From an optimization exercise on the open Yosys and OpenROAD flow, aimed at small area; shortcuts taken in it are not production practice.
RTL that was checked went through simulation tests only; none was proved equivalent to the original.
Power is estimated from default activity; no workload was simulated.

==> cedar <==
==> flow/design.v <==
module gshare
	#(  parameter GH_WIDTH = 8,
		parameter PC_WIDTH = 32,
		parameter INDEX_W  = 8
	)
	(
	input clk,ares,sync_reset,
	input [PC_WIDTH-1:0] instr_data,
	input instr_valid,
	input [INDEX_W-1:0] pred_result_idx,
	input pred_result_data,
	input pred_result_valid,
	output [INDEX_W+1-1:0] pred_data,
	output pred_valid
);
	localparam N = 256;
	reg [N-1:0] dir_n;
	reg [N-1:0] str;
	reg [7:0] ghist;
	wire [7:0] idx = instr_data[7:0] ^ ghist;
	wire [7:0] lo_sel = 8'd1 << idx[2:0];
	wire [31:0] grp;
	genvar g, k;
	generate for (g = 0; g < 32; g = g + 1) begin : prd
		assign grp[g] = |(lo_sel & dir_n[g*8 +: 8]);
	end endgenerate
	assign pred_data = {idx, ~grp[idx[7:3]]};
	assign pred_valid = instr_valid;
	wire [15:0] row = {15'd0, pred_result_valid} << pred_result_idx[7:4];
	wire [15:0] col = 16'd1 << pred_result_idx[3:0];
	wire [15:0] row_s = row | {16{sync_reset}};
	wire [15:0] col_s = col | {16{sync_reset}};
	wire [N-1:0] we;
	generate for (g = 0; g < 16; g = g + 1) begin : r
		for (k = 0; k < 16; k = k + 1) begin : c
			assign we[g*16+k] = row_s[g] & col_s[k];
		end
	end endgenerate
	wire cur_dir = |(we & ~dir_n);
	wire cur_str = |(we & str);
	wire new_str = ~sync_reset & (cur_dir ~^ pred_result_data);
	wire new_dir_n = ~sync_reset & ~(cur_str ? cur_dir : pred_result_data);
	integer i;
	always @(posedge clk or posedge ares) begin
		if (ares) begin
			dir_n <= {N{1'b0}};
			str <= {N{1'b0}};
		end else begin
			for (i = 0; i < N; i = i + 1) begin
				if (we[i]) begin
					str[i] <= new_str;
					dir_n[i] <= new_dir_n;
				end
			end
		end
	end
	always @(posedge clk or posedge ares) begin
		if (ares) ghist <= 8'd0;
		else if (sync_reset) ghist <= 8'd0;
		else if (pred_result_valid) ghist <= {ghist[6:0], pred_result_data};
	end
endmodule
==> flow/flow/run.sh <==
#!/bin/bash
set -euo pipefail
W=$(pwd)
# synthesis script: synth_recipe.tcl, sourcing a copy of ORFS synth.tcl whose
# abc call uses our script
sed "s#log_cmd abc {\*}\$abc_args#log_cmd abc -script $W/flow/abc.script {*}[lrange \$abc_args 2 end]#" \
  "$FLOW_HOME/scripts/synth.tcl" > "$W/area_synth_main.tcl"
grep -q "flow/abc.script" "$W/area_synth_main.tcl"
sed "s#\$::env(SCRIPTS_DIR)/synth.tcl#$W/area_synth_main.tcl#" "$W/synth_recipe.tcl" > "$W/area_synth.tcl"
grep -q "area_synth_main.tcl" "$W/area_synth.tcl"
sed "s#SYNTH_SCRIPT=[^ ]*#SYNTH_SCRIPT=$W/area_synth.tcl#" "$W/standard.sh" > "$W/area_standard.sh"
grep -q "area_synth.tcl" "$W/area_standard.sh"
export BUFFER_PORTS_ARGS="-buffer_cell sky130_fd_sc_hd__buf_1"
bash "$W/area_standard.sh" finish > "$W/flow_make.log" 2>&1
==> flow/flow/abc.script <==
strash
&get -n
&st
&synch2
&nf -a -R 1000
&st
&synch2
&nf -a -R 1000
&put
==> flow/standard.sh <==
#!/bin/bash
# synth_recipe.tcl (not shown) runs the flow's synth.tcl, then flattens the netlist and writes it again
# the make line also repeats each setting of config.mk as NAME=value (left out here)
make -C /OpenROAD-flow-scripts/flow DESIGN_CONFIG=/design/flow/config.mk WORK_HOME=/design/flow/orfs CLKGATE_MAP_FILE= SYNTH_SCRIPT=/design/flow/synth_recipe.tcl "${@:-finish}"
==> flow/config.mk <==
export PLATFORM = sky130hd
export DESIGN_NAME = gshare
export DESIGN_NICKNAME = gshare
export VERILOG_FILES = /design/flow/design.v
export SDC_FILE = /design/flow/constraint.sdc
export NUM_CORES = 4
export LEC_CHECK = 0
export CAP_MARGIN = 10
export CORE_MARGIN = 2
export CORE_UTILIZATION = 50
export CTS_BUF_LIST = sky130_fd_sc_hd__clkbuf_8
export CTS_CLUSTER_DIAMETER = 60
export CTS_CLUSTER_SIZE = 16
export PLACE_DENSITY = 0.6
export SLEW_MARGIN = 10
==> flow/constraint.sdc <==
create_clock -name core_clock -period 9.0 [get_ports {clk}]
set_input_delay 1.8000 -clock core_clock [delete_from_list [all_inputs] [get_ports {clk}]]
set_output_delay 1.8000 -clock core_clock [all_outputs]
set_load 0.01 [all_outputs]
==> harbor: changes against cedar <==
==> flow/design.v, changed modules only <==
module gshare
	#(  parameter GH_WIDTH = 8,
		parameter PC_WIDTH = 32,
		parameter INDEX_W  = 8
	)
	(
	input clk,ares,sync_reset,
	input [PC_WIDTH-1:0] instr_data,
	input instr_valid,
	input [INDEX_W-1:0] pred_result_idx,
	input pred_result_data,
	input pred_result_valid,
	output [INDEX_W+1-1:0] pred_data,
	output pred_valid
);
	localparam N = 256;
	reg [N-1:0] dir_n;      
	reg [N-1:0] str;        
	reg [7:0] ghist;
	reg clr_pend;           
	reg wb_valid;           
	reg [7:0] wb_idx;
	reg wb_dir, wb_str;
	genvar g, k;
	wire [7:0] idx = instr_data[7:0] ^ ghist;
	wire [7:0] lo_sel = 8'd1 << idx[2:0];
	wire [31:0] grp;
	generate for (g = 0; g < 32; g = g + 1) begin : prd
		assign grp[g] = |(lo_sel & dir_n[g*8 +: 8]);
	end endgenerate
	wire tbl_dir_n = grp[idx[7:3]];
	wire p_hit = wb_valid & (wb_idx == idx);
	assign pred_data = {idx, p_hit ? wb_dir : (clr_pend | ~tbl_dir_n)};
	assign pred_valid = instr_valid;
	wire [15:0] u_row = 16'd1 << pred_result_idx[7:4];
	wire [15:0] u_col = 16'd1 << pred_result_idx[3:0];
	wire [15:0] row_dir, row_str;
	generate for (g = 0; g < 16; g = g + 1) begin : rd
		assign row_dir[g] = |(u_col & ~dir_n[g*16 +: 16]);
		assign row_str[g] = |(u_col & str[g*16 +: 16]);
	end endgenerate
	wire u_hit = wb_valid & (wb_idx == pred_result_idx);
	wire cur_dir = u_hit ? wb_dir : (clr_pend | (|(u_row & row_dir)));
	wire cur_str = u_hit ? wb_str : (~clr_pend & (|(u_row & row_str)));
	wire new_dir = cur_str ? cur_dir : pred_result_data;
	wire new_str = cur_dir ~^ pred_result_data;
	wire clear = clr_pend | sync_reset;
	wire [15:0] w_row = ({15'd0, wb_valid} << wb_idx[7:4]) | {16{clear}};
	wire [15:0] w_col = (16'd1 << wb_idx[3:0]) | {16{clear}};
	wire w_dir_n = ~clear & ~wb_dir;
	wire w_str = ~clear & wb_str;
	wire [N-1:0] we_n;    
	generate for (g = 0; g < 16; g = g + 1) begin : r
		for (k = 0; k < 16; k = k + 1) begin : c
			assign we_n[g*16+k] = ~(w_row[g] & w_col[k]);
		end
	end endgenerate
	integer i;
	always @(posedge clk) begin
		for (i = 0; i < N; i = i + 1)
			if (~we_n[i]) begin
				dir_n[i] <= w_dir_n;
				str[i] <= w_str;
			end
	end
	always @(posedge clk or posedge ares) begin
		if (ares) begin
			clr_pend <= 1'b1;
			wb_valid <= 1'b0;
		end else begin
			clr_pend <= 1'b0;
			wb_valid <= pred_result_valid & ~sync_reset;
		end
	end
	always @(posedge clk) begin
		wb_idx <= pred_result_idx;
		wb_dir <= new_dir;
		wb_str <= new_str;
	end
	always @(posedge clk or posedge ares) begin
		if (ares) ghist <= 8'd0;
		else if (sync_reset) ghist <= 8'd0;
		else if (pred_result_valid) ghist <= {ghist[6:0], pred_result_data};
	end
endmodule
CAP_MARGIN = 20   (was 10)
CTS_BUF_LIST = sky130_fd_sc_hd__clkbuf_4   (was sky130_fd_sc_hd__clkbuf_8)
CTS_CLUSTER_DIAMETER = 40   (was 60)
CTS_CLUSTER_SIZE = 8   (was 16)
SLEW_MARGIN = 20   (was 10)
==> qor summary <==
Inverters: harbor 6; cedar 4
Initial cell density of the core: harbor 0.5072; cedar 0.5053
Share of total power consumed by net switching: harbor 0.2721; cedar 0.3179
Total area of multi-input combinational cells: harbor 0.006274 mm2; cedar 0.01115 mm2
Cell area after layout: harbor 0.02449 mm2; cedar 0.02683 mm2
Endpoint of the worst hold-timing path: harbor ghist[7]; cedar str[57]
Largest fanout on the critical path: harbor 15; cedar 21
Highest achievable clock rate: harbor 130.1 MHz; cedar 130.2 MHz
Clock power share: harbor 0.279; cedar 0.326
Proportion of synthesized area in mux cells: harbor 0.004171; cedar 0.006979
IR drop worst, VDD: harbor 90.05 uV; cedar 131.6 uV
Overall track demand over capacity in global routing: harbor 0.3706; cedar 0.3872
Non-clock buffer contribution to total cell area: harbor 0.02867; cedar 0.03059
Wire length the detailed router placed on met1: harbor 30,960 um; cedar 37,120 um
Tapcells inserted: harbor 585; cedar 615
Area of the die: harbor 0.04548 mm2; cedar 0.04982 mm2
Number of sinks on the clock net: harbor 532; cedar 520
Clock buffer count from CTS: harbor 84; cedar 47
Fraction of final layout cells sized beyond drive strength 1: harbor 0.1345; cedar 0.06900
Number of levels the H-tree was split into: harbor 3; cedar 2
Shortest period the worst path allows: harbor 7687 ps; cedar 7679 ps
Synthesized area per cell: harbor 13.88 um2; cedar 9.529 um2
Status: harbor timing/DRC/antenna clean; cedar timing/DRC/antenna clean
Slew at the pin closest to its max-slew limit: harbor 1123 ps; cedar 1274 ps
Multi-input gate share of total cell area: harbor 0.2562; cedar 0.4157
Most instantiated flip-flop cell in the synthesis netlist: harbor sky130_fd_sc_hd__edfxtp_1; cedar sky130_fd_sc_hd__dfrtp_1
No functional check of the RTL was part of cedar.

==> afterwards: timing with drivers on the ports <==
How much do the figures lean on ideal ports? The routed layouts below were timed once more, with nothing changed but the port constraints.
Step 1 assumes that a clkbuf_16 drives the clock port and a buf_2 every other input.
Step 2 adds t to the input delays and takes it off the output delays; t is the mean of the earliest and latest rising clock arrival at the registers after step 1. Input paths then give back, and output paths get back, about the clock's delay inside the block.
a / b / c = ideal / step 1 / step 2; a / b = the first two.
run | shift t [ns] | setup WS [ns] | pins driven straight from the clock port
cedar | 0.736 | 1.322 / 1.293 / 1.227 | 1
harbor | 0.845 | 1.313 / 1.291 / 1.291 | 1
After both steps setup and hold are still met in every run listed. The setup slack of cedar, which loses most, moves by -0.029 ns with the drivers and by -0.095 ns with both steps.
